What follows belongs to an exercise in optimizing a design on an open flow for small area; a production flow would make more cautious choices.
The RTL was checked by simulation tests, not by an equivalence proof against the original design.
Power figures rest on the tool's default switching activity, not on a simulated workload.

**flow/config.mk**
```make
export PLATFORM = sky130hd
export DESIGN_NAME = full_traffic_light
export DESIGN_NICKNAME = full_traffic_light
export VERILOG_FILES = /design/flow/design.v
export SDC_FILE = /design/flow/constraint.sdc
export NUM_CORES = 4
export LEC_CHECK = 0
export CAP_MARGIN = 20
export CORE_MARGIN = 2
export CORE_UTILIZATION = 40
export SLEW_MARGIN = 20
```
**flow/design.v**
```verilog
module full_traffic_light(
input clk_27,
input reset,
input de_bug,
input left_turn_request,
input [1:0]push_button,
output reg northbound_green, northbound_amber, northbound_red,
output reg southbound_green, southbound_amber, southbound_red,
output reg [1:0] southbound_arrow,
output reg eastbound_green, eastbound_amber, eastbound_red,
output reg westbound_green, westbound_amber, westbound_red,
output reg [4:0] NBnd_D, SBnd_D, EBnd_D, WBnd_D,
output [6:1] northbound, southbound, eastbound, westbound
);
localparam [13:0] C1_T = 14'd8524;
localparam [10:0] C10_T = 11'd1555;
localparam [12:0] C05_T = 13'd5772;
localparam [9:0] C005_T = 10'd597;
localparam C1_J = ~C1_T[8];
localparam C10_J = ~C10_T[4];
localparam C05_J = ~C05_T[3];
localparam C005_J = ~C005_T[4];
reg [13:0] c1;
reg clk1;
wire c1_end = (c1 & 14'h3F3F) == (14'd8524 & 14'h3F3F);
always @ (posedge clk_27 or negedge reset)
if (reset == 1'b0) begin
	c1 <= 14'd152;
	clk1 <= 1'b0;
end else begin
	c1 <= {c1[12:9], c1_end ? C1_J : c1[8], c1[7:0], ~(c1[13] ^ c1[0] ^ c1[2] ^ c1[3])};
	clk1 <= clk1 ^ c1_end;
end
reg [10:0] c10;
reg clk_10;
wire c10_end = (c10 & 11'h7B3) == (11'd1555 & 11'h7B3);
always @ (posedge clk_27 or negedge reset)
if (reset == 1'b0) begin
	c10 <= 11'd1030;
	clk_10 <= 1'b0;
end else begin
	c10 <= {c10[9:5], c10_end ? C10_J : c10[4], c10[3:0], ~(c10[10] ^ c10[2])};
	clk_10 <= clk_10 ^ c10_end;
end
reg [12:0] c05;
reg clk0_5;
wire c05_end = (c05 & 13'h0FDF) == (13'd5772 & 13'h0FDF);
always @ (posedge clk_27 or negedge reset)
if (reset == 1'b0) begin
	c05 <= 13'd3336;
	clk0_5 <= 1'b0;
end else begin
	c05 <= {c05[11:4], c05_end ? C05_J : c05[3], c05[2:0], c05[12] ^ c05[3]};
	clk0_5 <= clk0_5 ^ c05_end;
end
reg [9:0] c005;
reg clk0_05;
wire c005_end = (c005 & 10'h0FF) == (10'd597 & 10'h0FF);
always @ (posedge clk_27 or negedge reset)
if (reset == 1'b0) begin
	c005 <= 10'd138;
	clk0_05 <= 1'b0;
end else begin
	c005 <= {c005[8:5], c005_end ? C005_J : c005[4], c005[3:0], c005[9] ^ c005[0]};
	clk0_05 <= clk0_05 ^ c005_end;
end
wire clk = de_bug ? clk_10 : clk1;
wire clk_d = de_bug ? clk0_05 : clk0_5;
reg clk_q, clk_d_q;
always @ (posedge clk_27)
begin
	clk_q <= clk;
	clk_d_q <= clk_d;
end
wire tick = clk & ~clk_q;
wire dtick = clk_d & ~clk_d_q;
reg h, a, b;        
reg wk;             
reg walk_request;
reg [5:0] e;        
wire L60 = ~a & ~b;
wire L6  = ~a &  b;
wire L20 =  a & ~b;
wire L2  =  a &  b;
wire pend = e[0] & (L2 | (L6 & e[2]) | (e[4] & e[1] & (L20 | (L60 & e[5] & e[3]))));
wire adv = tick & pend;
wire enter60 = a & (h | (b & left_turn_request));
always @ (posedge clk_27 or negedge reset)
if (reset == 1'b0) begin
	h <= 1'b0;
	a <= 1'b0;
	b <= 1'b0;
	wk <= 1'b0;
	e <= 6'd0;
end else if (tick == 1'b1) begin
	if (pend == 1'b1) begin
		h <= h ^ (a & b);
		a <= ~a ? b : (b ? ~h & ~left_turn_request : ~h);
		b <= ~a ? (~b | h | push_button[0]) : (~b & ~h);
		wk <= walk_request;
		e <= 6'd0;
	end else
		e <= e + 6'd1;
end
always @ (posedge clk_27 or negedge reset)
if (reset == 1'b0)
	walk_request <= 1'b0;
else if (push_button[1] == 1'b0)
	walk_request <= 1'b1;
else if (adv & enter60)
	walk_request <= 1'b0;
wire ew60 = ~h & L60;             
wire ns60 =  h & L60;             
wire st2s = ~h & L20;
wire w10 = ~(e[5] | e[4] | (e[3] & (e[2] | e[1])));    
wire w30 = ~(e[5] | (e[4] & e[3] & e[2] & e[1]));      
wire ew_walk = ew60 & wk;
wire ns_walk = ns60 & wk;
always @ *
begin
	eastbound_green = ~ew60;
	westbound_green = ~ew60;
	eastbound_amber = ~(~h & L6);
	westbound_amber = ~(~h & L6);
	northbound_green = ~ns60;
	southbound_green = ~ns60;
	northbound_amber = ~(h & L6);
	southbound_amber = ~(h & (a ^ b));
	southbound_arrow = {2{~(h & L20)}};
	NBnd_D = {5{(ns_walk & w30) | st2s}};
	SBnd_D = {5{(ns_walk & w30) | st2s}};
	EBnd_D = {5{(ew_walk & w30) | st2s}};
	WBnd_D = {5{(ew_walk & w30) | st2s}};
end
reg ew_red, n_red, s_red, ns_w, ns_fd, ew_w, ew_fd;
always @ (posedge clk_27 or negedge reset)
if (reset == 1'b0) begin
	ew_red <= 1'b1;
	n_red <= 1'b0;
	s_red <= 1'b0;
	ns_w <= 1'b1;
	ns_fd <= 1'b0;
	ew_w <= 1'b1;
	ew_fd <= 1'b0;
end else if (dtick == 1'b1) begin
	ew_red <= st2s ? ~ew_red : ~h & ~a;
	n_red <= st2s ? ~n_red : h & ~a;
	s_red <= st2s ? ~s_red : h & ~(a & b);
	ns_w <= ~(ns_walk & w10);
	ns_fd <= ns_walk & (w10 | (w30 & ~ns_fd));
	ew_w <= ~(ew_walk & w10);
	ew_fd <= ew_walk & (w10 | (w30 & ~ew_fd));
end
always @ *
begin
	eastbound_red = ew_red;
	westbound_red = ew_red;
	northbound_red = n_red;
	southbound_red = s_red;
end
assign northbound = {ns_w, {5{ns_fd}}};
assign southbound = {ns_w, {5{ns_fd}}};
assign eastbound = {ew_w, {5{ew_fd}}};
assign westbound = {ew_w, {5{ew_fd}}};
endmodule
```
**flow/flow/run.sh**
```bash
#!/bin/bash
# Standard layout, with the port buffers made from the smallest buffer cell.
set -euo pipefail
export BUFFER_PORTS_ARGS="-buffer_cell sky130_fd_sc_hd__buf_1"
bash standard.sh > standard.log 2>&1
```
**flow/constraint.sdc**
```tcl
create_clock -name core_clock -period 10.0 [get_ports {clk_27}]
set_input_delay 2.0000 -clock core_clock [delete_from_list [all_inputs] [get_ports {clk_27}]]
set_output_delay 2.0000 -clock core_clock [all_outputs]
set_load 0.01 [all_outputs]
```
**flow/standard.sh**
```bash
#!/bin/bash
# synth_recipe.tcl (not shown) runs the flow's synth.tcl, then flattens the netlist and writes it again
# the make line also repeats each setting of config.mk as NAME=value (left out here)
make -C /OpenROAD-flow-scripts/flow DESIGN_CONFIG=/design/flow/config.mk WORK_HOME=/design/flow/orfs CLKGATE_MAP_FILE= SYNTH_SCRIPT=/design/flow/synth_recipe.tcl "${@:-finish}"
```
==> results of run 1 <==
## worst max-delay path, delay by kind of cell (launching register included)
kind            cells  cell delay (ps)
compound gates      1              670
flops               1              450
buf+inv             2              400
fa+ha+maj           1              260
simple gates        1              130
## cell families (layout without fill, tap and decap cells)
family	after synthesis	after routing	share of synthesized area
flip-flops	72	72	0.6043
XOR/XNOR	13	13	0.03798
multiplexers	4	4	0.01377
buffers and inverters	59	89	0.1331
AND/OR/NAND/NOR	69	69	0.1206
AO/OA/AOI/OAI	29	29	0.06512
adder cells (fa/ha/maj)	6	6	0.02504
## cell type report
type                    instances  area share
clock buffers                  13     0.04663
clock inverters                 3     0.01332
inverters                       9     0.01058
multi-input cells             121      0.2465
flip-flops and latches         72      0.5674
well taps                      99     0.03879
repair buffers                 64     0.07680
## routing by layer
metal,vias to the layer above,wire length (um)
met3,7,251
met4,0,76
met2,62,2041
met1,822,2191
li1,850,-
met5,-,0
## through the flow
stage | util | hold WS [ps]
final | 0.4402 | 348.6
after CTS | 0.4402 | 352.9
after global placement | 0.4138 | 333.9
after global routing | 0.4402 | 361.4
after detailed placement | 0.4138 | 336.3
after floorplan | - | 331.2
## flip-flops by register name, summed over array words and instances (netlist names), 6 cells and up
signal  flops
c1         14
c05        13
c10        11
c005       10
e           6
## report_power, final
part	internal (W)	total [W]	switching, W
Sequential	0.000291	0.000291	0.00000000000000000000770
Combinational	0.000000977	0.00000657	0.00000559
Clock	0.000122	0.000223	0.000101
## worst paths after layout
kind | start | endpoint | slack, ps | depth (start not counted)
setup / recovery | a | NBnd_D[2] | 5770 | 5
hold / removal | c10[6] | c10[7] | 350 | 0
setup reg to reg | a | wk | 7920 | 6
hold reg to reg | c10[6] | c10[7] | 350 | 0
max in group asynchronous | reset | s_red | 7600 | 2
min in group asynchronous | reset | c1[0] | 1850 | 2
## cell usage in the layout (no fill, tap or decap), types with 5 or more instances in the layout
cell type / synthesis / final
sky130_fd_sc_hd__buf_1: 0 / 62
sky130_fd_sc_hd__dfrtp_1: 54 / 54
sky130_fd_sc_hd__nand2_1: 20 / 20
sky130_fd_sc_hd__dfstp_2: 16 / 16
sky130_fd_sc_hd__nor2_1: 13 / 13
sky130_fd_sc_hd__xnor2_1: 11 / 11
sky130_fd_sc_hd__o21ai_0: 10 / 10
sky130_fd_sc_hd__clkbuf_8: 0 / 10
sky130_fd_sc_hd__inv_1: 9 / 9
sky130_fd_sc_hd__nand3_1: 6 / 6
sky130_fd_sc_hd__a21oi_1: 6 / 6
sky130_fd_sc_hd__ha_1: 6 / 6
sky130_fd_sc_hd__nor4b_1: 5 / 5
==> impl_metrics.csv, run 1 <==
group,metric,value,unit
status,status,"no timing/DRC/antenna violations",
layout,finalNonFillerCells,381,
timing,finalWorstSetupSlack,5767,ps
synthesis,netlist.area_leader.share,0.4508,
synthesis,yosys.cell_count.top_type,"sky130_fd_sc_hd__dfrtp_1",
die,design.portCount,64,
clock_network,clock_tree.root_cell,"sky130_fd_sc_hd__clkbuf_8",
timing,timing.final.setup_violations,0,
synthesis,synth_seq_cells,72,
timing,timing.final.hold_violations,0,
placed_design,placedInstanceArea,0.003002,mm2
timing,timing.clock.skew,8.686,ps
routing,detailedRoute.firstPassIterationCount,4,
die,start_util,0.4133,
synthesis,synth_async_sr_flop_share,0.9722,
worst_setup_path,cp_data_arrival_time,2230,ps
routing,vias,1741,
routing,totalWireLength,4.560,mm
grt,grt_util_met3,0.05008,
grt,grt.met1_usage,0.1622,
clock_network,cts_htree_levels,3,
layout,drive_gt1_frac,0.1241,
worst_setup_path,crit_path_max_incr_delay,670,ps
synthesis,synth-main-ff-cell,"sky130_fd_sc_hd__dfrtp_1",
die,y_dimension_of_the_die,90.57,um
power,peakVddDrop,0.09151,mV
layout,nFillCells,679,
routing,remaining_drc_errors,0,
clock_network,cts_resized,0,
layout,area_growth_syn_to_layout,6.511,%
layout,seqCellArea,0.001812,mm2
grt,grt_use_total,0.1227,
routing,wire_per_inst,11.97,um
timing,post-route-period-util,0.4233,
die,die_width,90.57,um
synthesis,area_of_the_mapped_netlist,0.002998,mm2
placed_design,hpwl_reported_at_the_end_of_detailed_placement,3.100,mm
synthesis,yosysSeqAreaShare,0.6043,
power,total_power,0.0005205,W
worst_setup_path,critical_path.endpoint_type,"primary output",
die,fp.dieArea,0.008203,mm2
layout,area_of_the_multi_input_gates,787.0,um2
layout,diodes,0,
synthesis,ys_types,43,
placed_design,gp_routability_congestion,0.8146,
layout,nNetsFinal,289,
grt,grt_util_met2,0.1791,
clock_network,tritoncts,"done",
placed_design,numPortBuffers,63,
grt,grt_pass1_vias,1609,
timing,slew-limit-headroom,0.4414,
clock_network,clk_path_buf_depth,2,
synthesis,yosys.area.top_type,"sky130_fd_sc_hd__dfrtp_1",
flow_run,max_cap_viol_count,0,
timing,fin_tns_setup,0,ps
placed_design,total_placed_cells_including_tap_cells,365,
routing,first_iter_violations,30,
synthesis,synthesis.area_per_instance,11.90,um2
worst_setup_path,critPathKind,"register to primary output",
clock_network,postCtsHoldBufs,0,
worst_setup_path,path_cells,"inv_1 -> ha_1 -> nand3_1 -> o21ai_0 -> buf_1",
layout,stdcell_area,0.003193,mm2
grt,global_route_wire_length_before_repair,7.776,mm
synthesis,ys_top_cells_by_area,"sky130_fd_sc_hd__dfrtp_1 (45%), sky130_fd_sc_hd__dfstp_2 (14%), sky130_fd_sc_hd__buf_4 (12%)",
clock_network,clock_sink_count,72,
clock_network,worst_skew_pair.late_latency,340,ps
grt,initial_antenna_violation_count,0,
placed_design,pre_cts_slack,6111,ps
timing,final_max_slew_viol_count,0,
clock_network,cts.repair_timing.setup_buffer_count,0,
power,power.density,163.0,mW/mm2
grt,grt.busiest_layer,"met2",
synthesis,synth-edff-count,0,
synthesis,synthCells,252,
synthesis,synth-warning-count,1,
timing,period_minus_slack,4233,ps
clock_network,cts.clk_slew.worst_paths,80,ps
worst_setup_path,start_kind,"register",
synthesis,synth_nets,264,
timing,grt_setup_unrepaired,"false",
worst_setup_path,data_required_time_of_the_critical_path,8000,ps
grt,largest_net_degree_at_the_start_of_global_routing,71,
worst_setup_path,worstPathMaxFanout,10,
min_path,timing.hold.worst.class,"register to register",
die,rows,31,
power,leakage,1.366,nW
clock_network,tritoncts.num_buffers,9,
timing,actual_slew_at_the_worst_max_slew_pin,837.9,ps
routing,antenna_violating_nets_post_route,0,
timing,fmax,236.2,MHz
routing,drt-vias-per-instance,4.570,
synthesis,commonest_cells_in_the_netlist,"sky130_fd_sc_hd__dfrtp_1 (54), sky130_fd_sc_hd__buf_4 (47), sky130_fd_sc_hd__nand2_1 (20), sky130_fd_sc_hd__dfstp_2 (16), sky130_fd_sc_hd__nor2_1 (13)",
grt,gr_overflow_total,0,
die,design.core.area,0.007253,mm2
worst_setup_path,cp_slowest_cell,"sky130_fd_sc_hd__o21ai_0",
==> run 2, diff against run 1 <==
==> flow/run.sh (new file) <==
#!/bin/bash
# synth_recipe.tcl (not shown) runs the flow's synth.tcl, then flattens the netlist and writes it again
# the make line also repeats each setting of config.mk as NAME=value (left out here)
make -C /OpenROAD-flow-scripts/flow DESIGN_CONFIG=/design/flow/config.mk WORK_HOME=/design/flow/orfs CLKGATE_MAP_FILE= SYNTH_SCRIPT=/design/flow/synth_recipe.tcl finish
removed: flow/flow/run.sh
removed: flow/standard.sh
==> impl_metrics.csv, run 2 <==
group,metric,value,unit
clock_network,worst_skew_pair.late_latency,330,ps
layout,seqCellArea,0.001812,mm2
layout,final_cell_mix,"sky130_fd_sc_hd__clkdlybuf4s50_1 (62), sky130_fd_sc_hd__dfrtp_1 (54), sky130_fd_sc_hd__nand2_1 (20)",
clock_network,cts_htree_levels,3,
timing,finalWorstSetupSlack,5244,ps
die,rows,31,
routing,vias,1759,
routing,wire_per_inst,12.65,um
synthesis,netlist.area_leader.share,0.4508,
synthesis,yosysSeqAreaShare,0.6043,
synthesis,ys_top_cells_by_area,"sky130_fd_sc_hd__dfrtp_1 (45%), sky130_fd_sc_hd__dfstp_2 (14%), sky130_fd_sc_hd__buf_4 (12%)",
routing,drt-vias-per-instance,4.617,
worst_setup_path,cp_data_arrival_time,2760,ps
worst_setup_path,cp_slowest_cell,"sky130_fd_sc_hd__o21ai_0",
placed_design,hpwl_reported_at_the_end_of_detailed_placement,3.364,mm
min_path,timing.hold.worst.class,"register to register",
die,fp.dieArea,0.008203,mm2
layout,area_growth_syn_to_layout,18.95,%
die,start_util,0.4133,
grt,largest_net_degree_at_the_start_of_global_routing,71,
synthesis,synth_seq_cells,72,
worst_setup_path,data_required_time_of_the_critical_path,8000,ps
placed_design,numPortBuffers,63,
routing,detailedRoute.firstPassIterationCount,4,
layout,area_of_the_multi_input_gates,787.0,um2
clock_network,clock_tree.root_cell,"sky130_fd_sc_hd__clkbuf_8",
clock_network,postCtsHoldBufs,0,
clock_network,clk_path_buf_depth,2,
timing,timing.clock.skew,8.451,ps
placed_design,pre_cts_slack,5574,ps
timing,slew-limit-headroom,0.4124,
status,status,"no timing/DRC/antenna violations",
worst_setup_path,worst_r2r_path_depth,6,
timing,fin_tns_setup,0,ps
layout,diodes,0,
placed_design,gp_routability_congestion,0.7560,
synthesis,commonest_cells_in_the_netlist,"sky130_fd_sc_hd__dfrtp_1 (54), sky130_fd_sc_hd__buf_4 (47), sky130_fd_sc_hd__nand2_1 (20), sky130_fd_sc_hd__dfstp_2 (16), sky130_fd_sc_hd__nor2_1 (13)",
grt,initial_antenna_violation_count,0,
clock_network,cts.repair_timing.setup_buffer_count,0,
synthesis,synthCells,252,
worst_setup_path,start_kind,"register",
die,design.portCount,64,
timing,timing.final.hold_violations,0,
timing,actual_slew_at_the_worst_max_slew_pin,872.2,ps
layout,postLayoutCoreUtil,0.4916,
timing,fmax,210.3,MHz
synthesis,yosys.cell_count.top_type,"sky130_fd_sc_hd__dfrtp_1",
timing,period_minus_slack,4756,ps
layout,drive_gt1_frac,0.1277,
worst_setup_path,critical_path.endpoint_type,"primary output",
clock_network,cts.clk_slew.worst_paths,70,ps
power,leakage,1.509,nW
timing,timing.final.setup_violations,0,
synthesis,synth-edff-count,0,
routing,totalWireLength,4.818,mm
power,power.density,139.7,mW/mm2
synthesis,area_of_the_mapped_netlist,0.002998,mm2
synthesis,synth-main-ff-cell,"sky130_fd_sc_hd__dfrtp_1",
die,design.core.area,0.007253,mm2
grt,global_route_wire_length_before_repair,8.183,mm
layout,layout_commonest_cell,"sky130_fd_sc_hd__clkdlybuf4s50_1",
timing,post-route-period-util,0.4756,
clock_network,tritoncts,"done",
layout,largest_reg_flops,14,
worst_setup_path,cp_num_buf_inv,2,
grt,grt_pass1_vias,1679,
layout,nFillCells,657,
grt,gr_overflow_total,0,
die,y_dimension_of_the_die,90.57,um
flow_run,max_cap_viol_count,0,
routing,first_iter_violations,67,
layout,regMostFlops,"c1",
worst_setup_path,crit_path_cell_count,5,
worst_setup_path,crit_path_max_incr_delay,720,ps
layout,nNetsFinal,289,
synthesis,yosys.area.top_type,"sky130_fd_sc_hd__dfrtp_1",
worst_setup_path,worstPathMaxFanout,10,
synthesis,synth_nets,264,
die,die_width,90.57,um
min_path,worstHoldPathCells,0,
layout,top_regs,"c1 (14), c05 (13), c10 (11)",
synthesis,ys_types,43,
routing,antenna_violating_nets_post_route,0,
synthesis,synthesis.area_per_instance,11.90,um2
timing,grt_setup_unrepaired,"false",
power,peakVddDrop,0.09418,mV
clock_network,cts_resized,0,
worst_setup_path,critPathTopFamily,"buffers and inverters",
synthesis,synth_async_sr_flop_share,0.9722,
clock_network,clock_sink_count,72,
routing,remaining_drc_errors,0,
synthesis,synth-warning-count,1,
worst_setup_path,critPathKind,"register to primary output",
worst_setup_path,path_cells,"inv_1 -> ha_1 -> nand3_1 -> o21ai_0 -> clkdlybuf4s50_1",
timing,final_max_slew_viol_count,0,
grt,grt_use_total,0.1257,
clock_network,tritoncts.num_buffers,9,
[run 2: layer usage]
layer | GRT usage | part of all wire | vias to the layer above
met4 | 0.04615 | 0.010 | 0
met2 | 0.1866 | 0.45 | 52
li1 | - | - | 851
met1 | 0.1613 | 0.47 | 851
met5 | 0 | 0 | -
met3 | 0.05760 | 0.068 | 5
[run 2: power by group]
part / total (W) / switching, W / internal (W)
clock network: 0.000199 / 0.0000963 / 0.000103
logic: 0.00000756 / 0.00000556 / 0.00000199
registers: 0.000291 / 0.00000000000000000000422 / 0.000291
[run 2: per-stage QoR]
stage	hold WS [ps]	area, um2	instances	total power [W]
after global placement	334.5	3390	365	0.0003048
after detailed placement	337.9	3390	365	0.0003048
final	345.4	3566	381	0.0004982
after CTS	353.6	3566	381	0.0005079
after floorplan	331.2	2998	252	0.0002970
after global routing	354.0	3566	381	0.0005242
[run 2: logic make-up after synthesis]
logic type	Yosys count	synth area share
muxes	4	0.01377
adders and majority gates	6	0.02504
buffers and inverters	59	0.1331
xor gates and xnor gates	13	0.03798
and+or+nand+nor	69	0.1206
DFF	72	0.6043
AOI/OAI and AO/OA	29	0.06512
[run 2: path summary, 6_finish.rpt]
kind                            startpoint        end  slack, ps
worst min register to register     c005[8]    c005[9]        350
worst max-delay path                     a  SBnd_D[2]       5240
worst min-delay path               c005[8]    c005[9]        350
worst max register to register           a         wk       7890
min in group asynchronous            reset       e[4]       1850
max in group asynchronous            reset       e[3]       7610
[run 2: area by class of cell]
class                      count  area share
clock buffer                  13     0.04456
clock inverter                 3    0.004912
inverter                       9    0.009474
multi-input combinational    121      0.2207
sequential                    72      0.5081
tap                           99     0.03474
timing repair buffer          64      0.1775
==> run 3, diff against run 2 <==
==> flow/flow/run.sh (new file) <==
#!/bin/bash
# Standard layout, with the port buffers made from the smallest buffer cell
# and a clock tree of small clock buffers without dummy loads.
set -euo pipefail
export BUFFER_PORTS_ARGS="-buffer_cell sky130_fd_sc_hd__buf_1"
export CTS_ARGS="-sink_clustering_enable -repair_clock_nets -buf_list {sky130_fd_sc_hd__clkbuf_2 sky130_fd_sc_hd__clkbuf_4} -sink_clustering_size 30 -sink_clustering_max_diameter 100 -dont_use_dummy_load"
bash standard.sh > standard.log 2>&1
==> flow/standard.sh (new file) <==
#!/bin/bash
# synth_recipe.tcl (not shown) runs the flow's synth.tcl, then flattens the netlist and writes it again
# the make line also repeats each setting of config.mk as NAME=value (left out here)
make -C /OpenROAD-flow-scripts/flow DESIGN_CONFIG=/design/flow/config.mk WORK_HOME=/design/flow/orfs CLKGATE_MAP_FILE= SYNTH_SCRIPT=/design/flow/synth_recipe.tcl "${@:-finish}"
removed: flow/run.sh
==> impl_metrics.csv, run 3 <==
group,metric,value,unit
status,status,"no timing/DRC/antenna violations",
clock_network,cts_resized,0,
synthesis,combinational_family_with_the_most_area_after_synthesis,"buffers and inverters",
worst_setup_path,critical_path.endpoint_type,"primary output",
flow_run,max_cap_viol_count,0,
die,design.portCount,64,
clock_network,clock_sink_count,72,
worst_setup_path,start_kind,"register",
layout,drive_gt1_frac,0.1127,
timing,timing.final.hold_violations,0,
synthesis,synthesis.area_per_instance,11.90,um2
worst_setup_path,crit_path_max_incr_delay,670,ps
synthesis,synthCells,252,
clock_network,tritoncts.num_buffers,9,
die,start_util,0.4133,
synthesis,yosys.area.top_type,"sky130_fd_sc_hd__dfrtp_1",
synthesis,synth_seq_cells,72,
worst_setup_path,cp_data_arrival_time,2310,ps
routing,first_iter_violations,43,
clock_network,clk_path_buf_depth,2,
timing,final_max_slew_viol_count,0,
synthesis,commonest_cells_in_the_netlist,"sky130_fd_sc_hd__dfrtp_1 (54), sky130_fd_sc_hd__buf_4 (47), sky130_fd_sc_hd__nand2_1 (20), sky130_fd_sc_hd__dfstp_2 (16), sky130_fd_sc_hd__nor2_1 (13)",
layout,postLayoutCoreUtil,0.4232,
timing,fin_worst_hold_slack,345.2,ps
worst_setup_path,path_cells,"inv_1 -> ha_1 -> nand3_1 -> o21ai_0 -> buf_1",
routing,drt-vias-per-instance,4.602,
grt,global_route_wire_length_before_repair,7.734,mm
timing,fmax,231.9,MHz
layout,nNetsFinal,289,
routing,antenna_violating_nets_post_route,0,
synthesis,ys_top_cells_by_area,"sky130_fd_sc_hd__dfrtp_1 (45%), sky130_fd_sc_hd__dfstp_2 (14%), sky130_fd_sc_hd__buf_4 (12%)",
min_path,timing.hold.worst.class,"register to register",
layout,stdcell_area,0.003069,mm2
power,peakVddDrop,0.07162,mV
placed_design,gp_routability_congestion,0.8146,
synthesis,synth-main-ff-cell,"sky130_fd_sc_hd__dfrtp_1",
synthesis,synth.mux.area_fraction,0.01377,
layout,final_cell_mix,"sky130_fd_sc_hd__buf_1 (62), sky130_fd_sc_hd__dfrtp_1 (54), sky130_fd_sc_hd__nand2_1 (20)",
die,rows,31,
synthesis,synth-warning-count,1,
routing,detailedRoute.firstPassIterationCount,4,
clock_network,cts.clk_slew.worst_paths,110,ps
worst_setup_path,cp_num_buf_inv,2,
timing,fin_tns_setup,0,ps
layout,finalNonFillerCells,374,
synthesis,synth-xor-area-share,0.03798,
placed_design,total_placed_cells_including_tap_cells,365,
worst_setup_path,critPathTopFamily,"compound AO/OA/AOI/OAI gates",
power,leakage,1.314,nW
placed_design,placedInstanceArea,0.003002,mm2
worst_setup_path,data_required_time_of_the_critical_path,8000,ps
clock_network,worst_skew_pair.late_latency,400,ps
timing,period_minus_slack,4312,ps
timing,actual_slew_at_the_worst_max_slew_pin,843.7,ps
routing,vias,1721,
die,design.core.area,0.007253,mm2
synthesis,synthSimpleGateAreaFrac,0.1206,
synthesis,synth_fa_ha_area_frac,0.02504,
grt,largest_net_degree_at_the_start_of_global_routing,71,
synthesis,synth-compound-area-share,0.06511,
clock_network,postCtsHoldBufs,0,
die,fp.dieArea,0.008203,mm2
grt,initial_antenna_violation_count,0,
synthesis,area_of_the_mapped_netlist,0.002998,mm2
clock_network,clock_tree.root_cell,"sky130_fd_sc_hd__clkbuf_4",
worst_setup_path,critPathKind,"register to primary output",
layout,diodes,0,
routing,remaining_drc_errors,0,
placed_design,hpwl_reported_at_the_end_of_detailed_placement,3.100,mm
worst_setup_path,cp_slowest_cell,"sky130_fd_sc_hd__o21ai_0",
synthesis,yosys.cell_count.top_type,"sky130_fd_sc_hd__dfrtp_1",
clock_network,tritoncts,"done",
synthesis,ys_types,43,
power,power.density,137.6,mW/mm2
grt,grt_pass1_vias,1618,
grt,grt_use_total,0.1220,
clock_network,cts_htree_levels,3,
routing,totalWireLength,4.492,mm
timing,timing.clock.skew,21.05,ps
layout,area_growth_syn_to_layout,2.379,%
die,y_dimension_of_the_die,90.57,um
layout,largest_reg_flops,14,
worst_setup_path,worstPathMaxFanout,10,
placed_design,numPortBuffers,63,
layout,regMostFlops,"c1",
synthesis,synth_nets,264,
clock_network,cts.repair_timing.setup_buffer_count,0,
synthesis,synth-edff-count,0,
layout,layout_commonest_cell,"sky130_fd_sc_hd__buf_1",
routing,wire_per_inst,12.01,um
timing,slew-limit-headroom,0.4375,
synthesis,yosysSeqAreaShare,0.6043,
timing,timing.final.setup_violations,0,
synthesis,synth_async_sr_flop_share,0.9722,
die,die_width,90.57,um
synthesis,netlist.area_leader.share,0.4508,
grt,gr_overflow_total,0,
layout,top_regs,"c1 (14), c05 (13), c10 (11)",
timing,grt_setup_unrepaired,"false",
timing,post-route-period-util,0.4312,
## run 3: cell counts after synthesis
No cell type changed its count.
## run 3: per-stage QoR
| step | worst slack [ps] | power [W] |
|---|---|---|
| detailed placement | 6111 | 0.0003038 |
| global placement | 6199 | 0.0003037 |
| global route | 5434 | 0.0004427 |
| CTS | 5635 | 0.0004322 |
| floorplan | 6093 | 0.0002970 |
| finish | 5688 | 0.0004224 |
## run 3: report_power, final
group / switching, W / leakage, nW / internal (W)
sequential: 0.00000000000000000000868 / 0.865 / 0.000291
combinational: 0.00000562 / 0.408 / 0.000000977
clock: 0.0000828 / 0.0414 / 0.0000419
total: 0.0000884 / 1.31 / 0.000334
## run 3: worst paths after layout
check,start,end,slack (ps),cells after the start
worst min-delay path,c10[6],c10[7],350,0
worst min register to register,c10[6],c10[7],350,0
max in group asynchronous,reset,s_red,7650,2
min in group asynchronous,reset,c1[0],1780,2
worst max register to register,a,wk,7880,6
worst max-delay path,a,NBnd_D[2],5690,5
## run 3: cells by family after synthesis
group	count (synthesis)
muxes	4
and+or+nand+nor	69
buffers and inverters	59
xor gates and xnor gates	13
DFF	72
AOI/OAI and AO/OA	29
adders and majority gates	6
## run 3: layout make-up
cell class                 instances  area (um2)
fill                             683        4184
timing repair buffer              64       245.2
clock buffer                       9       67.56
sequential                        72        1812
tap                               99       123.9
multi-input combinational        121       787.0
inverter                           9       33.78
## run 3: worst reg2reg max path, stage by stage (launching register included)
cell	delay [ps]
sky130_fd_sc_hd__dfrtp_1	460
sky130_fd_sc_hd__inv_1	180
sky130_fd_sc_hd__ha_1	260
sky130_fd_sc_hd__and3_1	170
sky130_fd_sc_hd__nand3_1	250
sky130_fd_sc_hd__a21oi_4	320
sky130_fd_sc_hd__mux2_2	360
## run 3: metal layers
| layer | global-route usage | vias to the layer above | routed length, um |
|---|---|---|---|
| met5 | 0 | - | 0 |
| met4 | 0.05769 | 0 | 95 |
| met3 | 0.04508 | 9 | 211 |
| met2 | 0.1810 | 51 | 2038 |
| met1 | 0.1585 | 815 | 2146 |
| li1 | - | 846 | - |
==> run 4, diff against run 3 <==
==> flow/flow/run.sh (replaced) <==
#!/bin/bash
# Standard layout, with the port buffers made from the smallest buffer cell
# and a clock tree of small clock buffers without dummy loads.
set -euo pipefail
export BUFFER_PORTS_ARGS="-buffer_cell sky130_fd_sc_hd__buf_1"
export CTS_ARGS="-sink_clustering_enable -repair_clock_nets -buf_list {sky130_fd_sc_hd__clkbuf_4 sky130_fd_sc_hd__clkbuf_8} -sink_clustering_size 50 -sink_clustering_max_diameter 200 -dont_use_dummy_load"
bash standard.sh > standard.log 2>&1
==> impl_metrics.csv, run 4 <==
group,metric,value,unit
grt,largest_net_degree_at_the_start_of_global_routing,71,
routing,vias,1713,
layout,diodes,0,
layout,top_regs,"c1 (14), c05 (13), c10 (11)",
worst_setup_path,critical_path.endpoint_type,"primary output",
routing,remaining_drc_errors,0,
grt,initial_antenna_violation_count,0,
layout,finalNonFillerCells,374,
worst_setup_path,critPathKind,"register to primary output",
layout,area_growth_syn_to_layout,4.257,%
die,design.portCount,64,
timing,finalWorstSetupSlack,5767,ps
synthesis,yosys.cell_count.top_type,"sky130_fd_sc_hd__dfrtp_1",
clock_network,postCtsHoldBufs,0,
clock_network,cts.repair_timing.setup_buffer_count,0,
synthesis,synth_nets,264,
timing,fmax,236.2,MHz
timing,timing.clock.skew,12.84,ps
synthesis,area_of_the_mapped_netlist,0.002998,mm2
timing,fin_worst_hold_slack,346.3,ps
clock_network,cts.clk_slew.worst_paths,70,ps
grt,grt_use_total,0.1224,
synthesis,synth-warning-count,1,
timing,post-route-period-util,0.4233,
timing,fin_tns_setup,0,ps
clock_network,cts_htree_levels,3,
timing,timing.final.setup_violations,0,
timing,final_max_slew_viol_count,0,
synthesis,yosys.area.top_type,"sky130_fd_sc_hd__dfrtp_1",
routing,first_iter_violations,42,
synthesis,yosysSeqAreaShare,0.6043,
die,y_dimension_of_the_die,90.57,um
grt,grt_pass1_vias,1605,
min_path,timing.hold.worst.class,"register to register",
timing,timing.final.hold_violations,0,
routing,wire_per_inst,12.11,um
synthesis,synthesis.area_per_instance,11.90,um2
synthesis,commonest_cells_in_the_netlist,"sky130_fd_sc_hd__dfrtp_1 (54), sky130_fd_sc_hd__buf_4 (47), sky130_fd_sc_hd__nand2_1 (20), sky130_fd_sc_hd__dfstp_2 (16), sky130_fd_sc_hd__nor2_1 (13)",
synthesis,netlist.area_leader.share,0.4508,
clock_network,clock_sink_count,72,
routing,drt-vias-per-instance,4.580,
die,rows,31,
grt,gr_overflow_total,0,
synthesis,synth_seq_cells,72,
layout,nNetsFinal,289,
layout,stdcell_area,0.003126,mm2
routing,totalWireLength,4.531,mm
clock_network,worst_skew_pair.late_latency,340,ps
power,leakage,1.337,nW
clock_network,clk_path_buf_depth,2,
synthesis,ys_top_cells_by_area,"sky130_fd_sc_hd__dfrtp_1 (45%), sky130_fd_sc_hd__dfstp_2 (14%), sky130_fd_sc_hd__buf_4 (12%)",
worst_setup_path,worstPathMaxFanout,10,
layout,drive_gt1_frac,0.1127,
routing,antenna_violating_nets_post_route,0,
synthesis,synth-main-ff-cell,"sky130_fd_sc_hd__dfrtp_1",
synthesis,synth-edff-count,0,
die,fp.dieArea,0.008203,mm2
placed_design,gp_routability_congestion,0.8146,
routing,detailedRoute.firstPassIterationCount,4,
timing,slew-limit-headroom,0.4395,
power,power.density,149.6,mW/mm2
synthesis,synthCells,252,
die,design.core.area,0.007253,mm2
clock_network,clock_tree.root_cell,"sky130_fd_sc_hd__clkbuf_8",
worst_setup_path,cp_data_arrival_time,2230,ps
grt,global_route_wire_length_before_repair,7.755,mm
clock_network,tritoncts,"done",
placed_design,pre_cts_slack,6111,ps
die,die_width,90.57,um
synthesis,ys_types,43,
placed_design,placedInstanceArea,0.003002,mm2
status,status,"no timing/DRC/antenna violations",
worst_setup_path,data_required_time_of_the_critical_path,8000,ps
layout,layout_commonest_cell,"sky130_fd_sc_hd__buf_1",
layout,final_cell_mix,"sky130_fd_sc_hd__buf_1 (62), sky130_fd_sc_hd__dfrtp_1 (54), sky130_fd_sc_hd__nand2_1 (20)",
layout,regMostFlops,"c1",
placed_design,numPortBuffers,63,
layout,largest_reg_flops,14,
placed_design,hpwl_reported_at_the_end_of_detailed_placement,3.100,mm
synthesis,synth_async_sr_flop_share,0.9722,
flow_run,max_cap_viol_count,0,
worst_setup_path,start_kind,"register",
timing,actual_slew_at_the_worst_max_slew_pin,840.8,ps
clock_network,cts_resized,0,
die,start_util,0.4133,
timing,grt_setup_unrepaired,"false",
power,peakVddDrop,0.08371,mV
placed_design,total_placed_cells_including_tap_cells,365,
clock_network,tritoncts.num_buffers,9,
timing,period_minus_slack,4233,ps
[run 4: cell type report]
type,instances,area (um2)
inverter,9,33.78
multi-input combinational,121,787.0
tap,99,123.9
fill,674,4128
clock buffer,9,123.9
sequential,72,1812
timing repair buffer,64,245.2
[run 4: cells by family after synthesis]
kind of cell / share of synthesized area
xor+xnor: 0.03798
buf+inv: 0.1331
flops: 0.6043
compound gates: 0.06512
simple gates: 0.1206
fa+ha+maj: 0.02504
mux: 0.01377
[run 4: report_power, final]
part	switching, W	internal (W)
Combinational	0.00000560	0.000000977
Clock	0.0000894	0.0000802
Sequential	0.00000000000000000000791	0.000291
[run 4: path summary, 6_finish.rpt]
path / startpoint / cells past startpoint / endpoint / slack (ps)
worst max-delay path: a / 5 / NBnd_D[2] / 5770
worst min-delay path: c10[6] / 0 / c10[7] / 350
worst max register to register: a / 6 / wk / 7900
worst min register to register: c10[6] / 0 / c10[7] / 350
max in group asynchronous: reset / 2 / s_red / 7590
min in group asynchronous: reset / 2 / c1[0] / 1840
[run 4: stage by stage]
| step | total power (W) | utilization |
|---|---|---|
| 2_1_floorplan | 0.0002970 | - |
| 3_3_place_gp | 0.0003037 | 0.4138 |
| 3_5_place_dp | 0.0003038 | 0.4138 |
| 4_1_cts | 0.0004766 | 0.4309 |
| 5_1_grt | 0.0004869 | 0.4309 |
| 6_report | 0.0004677 | 0.4309 |
[run 4: routing by layer]
metal,global-route usage,wire (um),share of wire,vias up
li1,-,-,-,843
met1,0.1607,2178,0.48,812
met2,0.1797,2028,0.45,52
met3,0.05008,261,0.058,6
met4,0.05000,63,0.014,0
met5,0,0,0,-
[run 4: critical path, cell delays in order (launching register included)]
cell and delay [ps]:
sky130_fd_sc_hd__dfrtp_1 450, sky130_fd_sc_hd__inv_1 180, sky130_fd_sc_hd__ha_1 250, sky130_fd_sc_hd__nand3_1 130, sky130_fd_sc_hd__o21ai_0 670, sky130_fd_sc_hd__buf_1 220
==> run 5, diff against run 4 <==
--- a/flow/design.v
+++ b/flow/design.v
@@ -132,24 +132,24 @@
 	EBnd_D = {5{(ew_walk & w30) | st2s}};
 	WBnd_D = {5{(ew_walk & w30) | st2s}};
 end
-reg ew_red, n_red, s_red, ns_w, ns_fd, ew_w, ew_fd;
+reg ew_red, n_red, s_red, wlk, fd, side;
+wire walk = wk & L60;
+wire fd_cur = fd & (side == h);     
 always @ (posedge clk_27 or negedge reset)
 if (reset == 1'b0) begin
 	ew_red <= 1'b1;
 	n_red <= 1'b0;
 	s_red <= 1'b0;
-	ns_w <= 1'b1;
-	ns_fd <= 1'b0;
-	ew_w <= 1'b1;
-	ew_fd <= 1'b0;
+	wlk <= 1'b0;
+	fd <= 1'b0;
+	side <= 1'b0;
 end else if (dtick == 1'b1) begin
 	ew_red <= st2s ? ~ew_red : ~h & ~a;
 	n_red <= st2s ? ~n_red : h & ~a;
 	s_red <= st2s ? ~s_red : h & ~(a & b);
-	ns_w <= ~(ns_walk & w10);
-	ns_fd <= ns_walk & (w10 | (w30 & ~ns_fd));
-	ew_w <= ~(ew_walk & w10);
-	ew_fd <= ew_walk & (w10 | (w30 & ~ew_fd));
+	wlk <= walk & w10;
+	fd <= walk & (w10 | (w30 & ~fd_cur));
+	side <= h;
 end
 always @ *
 begin
@@ -158,6 +158,10 @@
 	northbound_red = n_red;
 	southbound_red = s_red;
 end
+wire ns_w = ~(wlk & side);
+wire ew_w = ~(wlk & ~side);
+wire ns_fd = fd & side;
+wire ew_fd = fd & ~side;
 assign northbound = {ns_w, {5{ns_fd}}};
 assign southbound = {ns_w, {5{ns_fd}}};
 assign eastbound = {ew_w, {5{ew_fd}}};
==> flow/flow/run.sh (replaced) <==
#!/bin/bash
# Standard layout, with the port buffers made from the smallest buffer cell
# and a clock tree of small clock buffers without dummy loads.
set -euo pipefail
export BUFFER_PORTS_ARGS="-buffer_cell sky130_fd_sc_hd__buf_1"
export CTS_ARGS="-sink_clustering_enable -repair_clock_nets -buf_list {sky130_fd_sc_hd__clkbuf_2 sky130_fd_sc_hd__clkbuf_4} -sink_clustering_size 30 -sink_clustering_max_diameter 100 -dont_use_dummy_load"
bash standard.sh > standard.log 2>&1
==> impl_metrics.csv, run 5 <==
group,metric,value,unit
grt,initial_antenna_violation_count,0,
die,fp.dieArea,0.008150,mm2
die,rows,31,
timing,post-route-period-util,0.4111,
die,die_width,90.28,um
layout,top_regs,"c1 (14), c05 (13), c10 (11)",
grt,grt_pass1_vias,1668,
clock_network,tritoncts,"done",
placed_design,pre_cts_slack,6293,ps
status,status,"no timing/DRC/antenna violations",
worst_setup_path,worstPathMaxFanout,10,
timing,fin_tns_setup,0,ps
synthesis,ys_top_cells_by_area,"sky130_fd_sc_hd__dfrtp_1 (46%), sky130_fd_sc_hd__dfstp_2 (12%), sky130_fd_sc_hd__buf_4 (12%)",
synthesis,synth_seq_cells,71,
layout,nFillCells,707,
synthesis,yosys.cell_count.top_type,"sky130_fd_sc_hd__dfrtp_1",
routing,vias,1734,
timing,timing.final.hold_violations,0,
worst_setup_path,cp_num_buf_inv,3,
routing,detailedRoute.firstPassIterationCount,5,
die,design.core.area,0.007214,mm2
routing,first_iter_violations,39,
routing,totalWireLength,4.538,mm
layout,regMostFlops,"c1",
worst_setup_path,worst_r2r_path_depth,6,
clock_network,tritoncts.num_buffers,9,
timing,final_max_slew_viol_count,0,
placed_design,total_placed_cells_including_tap_cells,366,
worst_setup_path,critical_path.endpoint_type,"primary output",
clock_network,worst_skew_pair.late_latency,400,ps
synthesis,yosys.area.top_type,"sky130_fd_sc_hd__dfrtp_1",
flow_run,max_cap_viol_count,0,
worst_setup_path,cp_data_arrival_time,2110,ps
layout,seqCellArea,0.001784,mm2
die,start_util,0.4128,
routing,antenna_violating_nets_post_route,0,
clock_network,cts_resized,0,
min_path,worstHoldPathCells,0,
worst_setup_path,critPathTopFamily,"buffers and inverters",
min_path,timing.hold.worst.class,"register to register",
worst_setup_path,critPathKind,"register to primary output",
routing,wire_per_inst,12.10,um
worst_setup_path,start_kind,"register",
timing,slew-limit-headroom,0.4497,
routing,drt-vias-per-instance,4.624,
die,y_dimension_of_the_die,90.28,um
layout,area_of_the_multi_input_gates,787.0,um2
worst_setup_path,path_cells,"inv_1 -> ha_1 -> nand2_1 -> o41ai_1 -> buf_4 -> buf_1",
synthesis,synth_async_sr_flop_share,0.9718,
synthesis,netlist.area_leader.share,0.4622,
clock_network,cts_htree_levels,3,
synthesis,synth_nets,265,
timing,period_minus_slack,4111,ps
layout,nNetsFinal,290,
grt,gr_overflow_total,0,
synthesis,ys_types,40,
synthesis,commonest_cells_in_the_netlist,"sky130_fd_sc_hd__dfrtp_1 (55), sky130_fd_sc_hd__buf_4 (47), sky130_fd_sc_hd__nand2_1 (21), sky130_fd_sc_hd__dfstp_2 (14), sky130_fd_sc_hd__xnor2_1 (12)",
layout,stdcell_area,0.003053,mm2
layout,layout_commonest_cell,"sky130_fd_sc_hd__buf_1",
clock_network,clk_path_buf_depth,2,
worst_setup_path,cp_slowest_cell,"sky130_fd_sc_hd__dfrtp_1",
clock_network,cts.clk_slew.worst_paths,110,ps
layout,diodes,0,
die,design.portCount,64,
grt,grt_use_total,0.1216,
min_path,hp-start,"c10[3]",
power,peakVddDrop,0.08571,mV
routing,remaining_drc_errors,0,
synthesis,synthCells,253,
timing,fmax,243.2,MHz
synthesis,yosysSeqAreaShare,0.5992,
timing,actual_slew_at_the_worst_max_slew_pin,825.5,ps
clock_network,clock_tree.root_cell,"sky130_fd_sc_hd__clkbuf_4",
worst_setup_path,crit_path_max_incr_delay,440,ps
synthesis,synth-warning-count,1,
placed_design,gp_routability_congestion,0.8244,
layout,finalNonFillerCells,375,
grt,largest_net_degree_at_the_start_of_global_routing,70,
clock_network,clock_sink_count,71,
layout,largest_reg_flops,14,
synthesis,synth-edff-count,0,
worst_setup_path,crit_start,"a",
grt,global_route_wire_length_before_repair,7.859,mm
layout,drive_gt1_frac,0.1087,
timing,finalWorstSetupSlack,5889,ps
power,total_power,0.0004193,W
synthesis,area_of_the_mapped_netlist,0.002978,mm2
timing,grt_setup_unrepaired,"false",
timing,timing.clock.skew,27.57,ps
worst_setup_path,data_required_time_of_the_critical_path,8000,ps
worst_setup_path,crit_path_cell_count,6,
synthesis,synth-main-ff-cell,"sky130_fd_sc_hd__dfrtp_1",
timing,timing.final.setup_violations,0,
worst_setup_path,r2r_start,"a",
layout,final_cell_mix,"sky130_fd_sc_hd__buf_1 (62), sky130_fd_sc_hd__dfrtp_1 (55), sky130_fd_sc_hd__nand2_1 (21)",
placed_design,placedInstanceArea,0.002985,mm2
clock_network,postCtsHoldBufs,0,
power,leakage,1.316,nW
layout,area_growth_syn_to_layout,2.521,%
placed_design,hpwl_reported_at_the_end_of_detailed_placement,3.117,mm
clock_network,cts.repair_timing.setup_buffer_count,0,
power,power.density,137.3,mW/mm2
placed_design,numPortBuffers,63,
synthesis,synthesis.area_per_instance,11.77,um2
-- run 5: cell count changes in the layout (fill, tap and decap cells not counted), moves of 2 or more --
cell,change
sky130_fd_sc_hd__dfstp_2,-2
sky130_fd_sc_hd__nor2_1,-2
sky130_fd_sc_hd__clkbuf_8,-9
sky130_fd_sc_hd__nor3_1,-3
sky130_fd_sc_hd__clkbuf_4,+9
sky130_fd_sc_hd__a31oi_1,+2
sky130_fd_sc_hd__a22o_1,-2
-- run 5: cells by family (layout without fill, tap and decap cells) --
kind of cell | Yosys count | count (layout) | synth area share
buffers and inverters | 61 | 84 | 0.1366
multiplexers | 4 | 4 | 0.01512
adder cells (fa/ha/maj) | 6 | 6 | 0.02521
AND/OR/NAND/NOR | 67 | 67 | 0.1210
flip-flops | 71 | 71 | 0.5992
XOR/XNOR | 14 | 14 | 0.04118
AO/OA/AOI/OAI | 30 | 30 | 0.06177
-- run 5: layout make-up --
class | count | share of cell area
clock buffer | 9 | 0.02213
inverter | 10 | 0.01230
multi-input combinational | 121 | 0.2578
sequential | 71 | 0.5844
tap | 99 | 0.04057
timing repair buffer | 65 | 0.08279
-- run 5: final timing paths --
kind                       slack (ps)      endpoint
max                              5890     SBnd_D[4]
min                               330        c10[4]
max reg2reg                      7840            wk
min reg2reg                       330        c10[4]
max in group asynchronous        7670  walk_request
min in group asynchronous        1750         c1[2]
-- run 5: per-layer routing --
layer,track usage,wire [um],up-vias
li1,-,-,844
met1,0.1636,2164,812
met2,0.1779,2014,71
met3,0.05008,302,7
met4,0.04231,57,0
met5,0,0,-
-- run 5: where the power goes --
group           total (W)              switching [W]  internal [W]  leakage [nW]
clock            0.000126                  0.0000840     0.0000419        0.0414
sequential       0.000287  0.00000000000000000000507      0.000287         0.853
combinational  0.00000631                 0.00000538   0.000000931         0.421
total            0.000419                  0.0000894      0.000330          1.32
-- run 5: per-stage QoR --
| step | hold slack [ps] | utilization |
|---|---|---|
| finish | 326.8 | 0.4232 |
| global route | 339.3 | 0.4232 |
| CTS | 335.8 | 0.4232 |
| detailed placement | 336.4 | 0.4138 |
| global placement | 332.2 | 0.4138 |
| floorplan | 331.2 | - |
==> run 6, diff against run 5 <==
==> flow/flow/run.sh (replaced) <==
#!/bin/bash
# Standard layout, except:
#  - logic cells are set to their smallest drive strength after floorplan
#    (flow/downsize.tcl); later repair steps upsize where needed;
#  - the port buffers are the smallest buffer cell (buf_1);
#  - the clock tree uses small clock buffers and no dummy loads.
set -euo pipefail
export POST_FLOORPLAN_TCL="$(pwd)/flow/downsize.tcl"
export BUFFER_PORTS_ARGS="-buffer_cell sky130_fd_sc_hd__buf_1"
export CTS_ARGS="-sink_clustering_enable -repair_clock_nets -buf_list {sky130_fd_sc_hd__clkbuf_2 sky130_fd_sc_hd__clkbuf_4} -sink_clustering_size 30 -sink_clustering_max_diameter 100 -dont_use_dummy_load"
bash standard.sh > standard.log 2>&1
==> flow/flow/downsize.tcl (new file) <==
# Sourced after floorplan: every logic cell is set to the smallest drive
# strength of its own cell family (same function and pins).  Synthesis
# sizes for loads it cannot see; later resizing (repair_design,
# repair_timing) upsizes again where slew, capacitance or timing need it.
set db [ord::get_db]
set block [ord::get_db_block]
set dont_use $::env(DONT_USE_CELLS)
set families [dict create]
foreach lib [$db getLibs] {
  foreach m [$lib getMasters] {
    set n [$m getName]
    if {[lsearch -exact $dont_use $n] >= 0} { continue }
    if {![regexp {^(sky130_fd_sc_hd__[a-z0-9]+)_([0-9]+)$} $n -> fam drive]} { continue }
    set area [expr {[$m getWidth] * [$m getHeight]}]
    if {![dict exists $families $fam] || $area < [lindex [dict get $families $fam] 1]} {
      dict set families $fam [list $n $area]
    }
  }
}
set count 0
foreach inst [$block getInsts] {
  set m [$inst getMaster]
  set n [$m getName]
  if {![regexp {^(sky130_fd_sc_hd__[a-z0-9]+)_([0-9]+)$} $n -> fam drive]} { continue }
  # registers, clock cells, tie cells and physical cells keep their cell
  if {[regexp {__(df|dl|sdf|edf|clk|conb|tap|fill|decap|diode|probe|lpflow)} $n]} { continue }
  if {![dict exists $families $fam]} { continue }
  set best [lindex [dict get $families $fam] 0]
  set area [expr {[$m getWidth] * [$m getHeight]}]
  if {$best ne $n && [lindex [dict get $families $fam] 1] < $area} {
    replace_cell [$inst getName] $best
    incr count
  }
}
puts "downsize: $count cells set to their smallest drive strength"
==> impl_metrics.csv, run 6 <==
group,metric,value,unit
power,power.density,137.1,mW/mm2
placed_design,numPortBuffers,63,
layout,final_cell_mix,"sky130_fd_sc_hd__buf_1 (62), sky130_fd_sc_hd__dfrtp_1 (55), sky130_fd_sc_hd__nand2_1 (21)",
power,leakage,1.316,nW
placed_design,hpwl_reported_at_the_end_of_detailed_placement,3.212,mm
power,power.share.combinational,0.015,
routing,totalWireLength,4.579,mm
synthesis,yosys.cell_count.top_type,"sky130_fd_sc_hd__dfrtp_1",
power,sequentialPowerShare,0.688,
min_path,timing.hold.worst.class,"register to register",
timing,timing.clock.skew,27.33,ps
timing,timing.final.hold_violations,0,
synthesis,yosys.area.top_type,"sky130_fd_sc_hd__dfrtp_1",
synthesis,ys_types,40,
layout,top_regs,"c1 (14), c05 (13), c10 (11)",
min_path,hold_worst_path_end,"c1[7]",
routing,detailedRoute.firstPassIterationCount,4,
worst_setup_path,r2r_start,"a",
worst_setup_path,start_kind,"register",
grt,initial_antenna_violation_count,0,
worst_setup_path,crit_path_max_incr_delay,450,ps
timing,timing.final.setup_violations,0,
clock_network,cts.clk_slew.worst_paths,90,ps
routing,first_iter_violations,59,
synthesis,ys_top_cells_by_area,"sky130_fd_sc_hd__dfrtp_1 (46%), sky130_fd_sc_hd__dfstp_2 (12%), sky130_fd_sc_hd__buf_4 (12%)",
layout,diodes,0,
routing,routed-wl-met2,1.939,mm
clock_network,postCtsHoldBufs,0,
worst_setup_path,cp_data_arrival_time,2150,ps
routing,wire_per_inst,12.21,um
timing,finalWorstSetupSlack,5849,ps
worst_setup_path,worstPathMaxFanout,10,
worst_setup_path,critPathKind,"register to primary output",
layout,area_growth_syn_to_layout,2.269,%
power,power_report.internal_total,0.0003299,W
routing,vias,1755,
clock_network,clock_tree.root_cell,"sky130_fd_sc_hd__clkbuf_4",
timing,post-route-period-util,0.4151,
synthesis,synth_nets,265,
synthesis,synth_seq_cells,71,
synthesis,synth_async_sr_flop_share,0.9718,
worst_setup_path,reg2reg_slack,7720,ps
worst_setup_path,data_required_time_of_the_critical_path,8000,ps
clock_network,tritoncts.num_buffers,9,
clock_network,tritoncts,"done",
timing,fin_tns_setup,0,ps
timing,final_max_slew_viol_count,0,
synthesis,area_of_the_mapped_netlist,0.002978,mm2
layout,area_of_the_multi_input_gates,779.5,um2
min_path,hp-start,"c1[6]",
routing,remaining_drc_errors,0,
worst_setup_path,path_cells,"inv_1 -> ha_1 -> nand2_1 -> o41ai_1 -> buf_4 -> buf_1",
layout,seqCellArea,0.001784,mm2
synthesis,synth-edff-count,0,
placed_design,pre_cts_slack,6222,ps
layout,largest_reg_flops,14,
timing,actual_slew_at_the_worst_max_slew_pin,832.6,ps
synthesis,synth-main-ff-cell,"sky130_fd_sc_hd__dfrtp_1",
worst_setup_path,cp_slowest_cell,"sky130_fd_sc_hd__dfrtp_1",
status,status,"no timing/DRC/antenna violations",
die,start_util,0.4128,
synthesis,synthCells,253,
routing,top_signal_layer_used,"met4",
routing,wirelength_met1,2.238,mm
worst_setup_path,crit-reg2reg-capture,"wk",
die,rows,31,
synthesis,commonest_cells_in_the_netlist,"sky130_fd_sc_hd__dfrtp_1 (55), sky130_fd_sc_hd__buf_4 (47), sky130_fd_sc_hd__nand2_1 (21), sky130_fd_sc_hd__dfstp_2 (14), sky130_fd_sc_hd__xnor2_1 (12)",
grt,global_route_wire_length_before_repair,7.969,mm
layout,nFillCells,694,
timing,fmax,240.9,MHz
clock_network,cts.repair_timing.setup_buffer_count,0,
timing,slew-limit-headroom,0.4450,
die,fp.dieArea,0.008150,mm2
clock_network,cts_htree_levels,3,
layout,layout_commonest_cell,"sky130_fd_sc_hd__buf_1",
routing,antenna_violating_nets_post_route,0,
worst_setup_path,worst_r2r_path_depth,6,
layout,drive_gt1_frac,0.1014,
flow_run,max_cap_viol_count,0,
grt,gr_overflow_total,0,
placed_design,gp_routability_congestion,0.8593,
die,y_dimension_of_the_die,90.28,um
min_path,worstHoldPathCells,0,
die,die_width,90.28,um
synthesis,synth-warning-count,1,
die,design.portCount,64,
layout,nNetsFinal,290,
die,design.core.area,0.007214,mm2
power,peakVddDrop,0.07490,mV
clock_network,clk_path_buf_depth,2,
clock_network,clock_sink_count,71,
timing,period_minus_slack,4151,ps
routing,wire_length_on_met3,319,um
grt,grt_pass1_vias,1617,
clock_network,cts_resized,0,
synthesis,netlist.area_leader.share,0.4622,
layout,regMostFlops,"c1",
timing,grt_setup_unrepaired,"false",
routing,drt-vias-per-instance,4.680,
worst_setup_path,critical_path.endpoint_type,"primary output",
power,power.switching_fraction,0.2096,
power,power.share.clock,0.297,
grt,grt_use_total,0.1247,
power,power.switching,0.00008749,W
synthesis,yosysSeqAreaShare,0.5992,
grt,largest_net_degree_at_the_start_of_global_routing,70,
synthesis,synthesis.area_per_instance,11.77,um2
clock_network,worst_skew_pair.late_latency,390,ps
[run 6: cell counts after synthesis]
No cell type changed its count.
[run 6: how the worst max path moves through the flow]
stage,startpoint,endpoint,slack [ps],depth (start not counted)
after floorplan,a,NBnd_D[1],5690,5
after global placement,de_bug,wk,6270,5
after detailed placement,de_bug,wk,6220,5
after CTS,a,NBnd_D[0],5800,6
after global routing,a,NBnd_D[0],5650,6
final,a,NBnd_D[0],5850,6
[run 6: per-stage QoR]
| step | util | area, um2 | cells | hold slack (ps) | total power [W] |
|---|---|---|---|---|---|
| 2_1_floorplan | - | 2978 | 253 | 331.2 | 0.0002928 |
| 3_3_place_gp | 0.4128 | 2978 | 366 | 332.5 | 0.0002993 |
| 3_5_place_dp | 0.4128 | 2978 | 366 | 335.5 | 0.0002994 |
| 4_1_cts | 0.4221 | 3045 | 375 | 355.0 | 0.0004243 |
| 5_1_grt | 0.4221 | 3045 | 375 | 367.1 | 0.0004373 |
| 6_report | 0.4221 | 3045 | 375 | 345.6 | 0.0004174 |
[run 6: final cells by class]
| type | instances | share of cell area |
|---|---|---|
| Sequential cell | 71 | 0.5859 |
| Tap cell | 99 | 0.04067 |
| Multi-Input combinational cell | 121 | 0.2560 |
| Inverter | 10 | 0.01233 |
| Clock buffer | 9 | 0.02219 |
| Timing Repair Buffer | 65 | 0.08299 |
[run 6: power groups by stage]
stage / Clock, W / Combinational [W] / Sequential [W]
detailed placement: 0 / 0.00000693 / 0.000293
floorplan: 0 / 0.000000212 / 0.000293
global placement: 0 / 0.00000680 / 0.000293
CTS: 0.000130 / 0.00000695 / 0.000287
global route: 0.000142 / 0.00000774 / 0.000287
finish: 0.000124 / 0.00000639 / 0.000287
[run 6: routing by layer]
layer	track usage	up-vias
li1	-	847
met1	0.1711	820
met2	0.1779	82
met3	0.03840	6
met4	0.06538	0
met5	0	-
[run 6: kinds of logic (layout without fill, tap and decap cells)]
logic type / after synthesis / after routing / synth area share
buf+inv: 61 / 84 / 0.1366
simple gates: 67 / 67 / 0.1210
xor+xnor: 14 / 14 / 0.04118
mux: 4 / 4 / 0.01512
fa+ha+maj: 6 / 6 / 0.02521
compound gates: 30 / 30 / 0.06177
flops: 71 / 71 / 0.5992
[run 6: worst max-delay path, delay by kind of cell (launching register included)]
family                   cells  cell delay (ps)
AO/OA/AOI/OAI                1              350
adder cells (fa/ha/maj)      1              280
buffers and inverters        3              600
flip-flops                   1              450
AND/OR/NAND/NOR              1               90

## re-timing with driven ports
In the flow no input, the clock included, has a driving cell. The finished layouts below were timed again as built, in two steps.
Step 1, drivers: a clkbuf_16 drives clk_27 and a buf_2 each remaining input, both assumed.
Step 2 times the ports against the registers' clock, not the clock port: input delays grow and output delays shrink by t, the midpoint of the rising clock arrivals with the driver on.
a / b / c = no drivers / after step 1 / after step 2; a / b = the first two.
run | shift t [ns] | setup WS [ns] | hold slack, ns
run 1 | 0.364 | 5.767 / 5.736 / 6.100 | 0.349 / 0.349 / 0.349
run 2 | 0.356 | 5.244 / 5.217 / 5.573 | 0.345 / 0.345 / 0.345
run 3 | 0.412 | 5.688 / 5.661 / 6.073 | 0.345 / 0.345 / 0.345
run 4 | 0.359 | 5.767 / 5.735 / 6.095 | 0.346 / 0.346 / 0.346
run 5 | 0.413 | 5.889 / 5.865 / 6.279 | 0.327 / 0.327 / 0.327
run 6 | 0.407 | 5.849 / 5.823 / 6.231 | 0.346 / 0.346 / 0.346
After both steps every run listed still meets setup and hold.
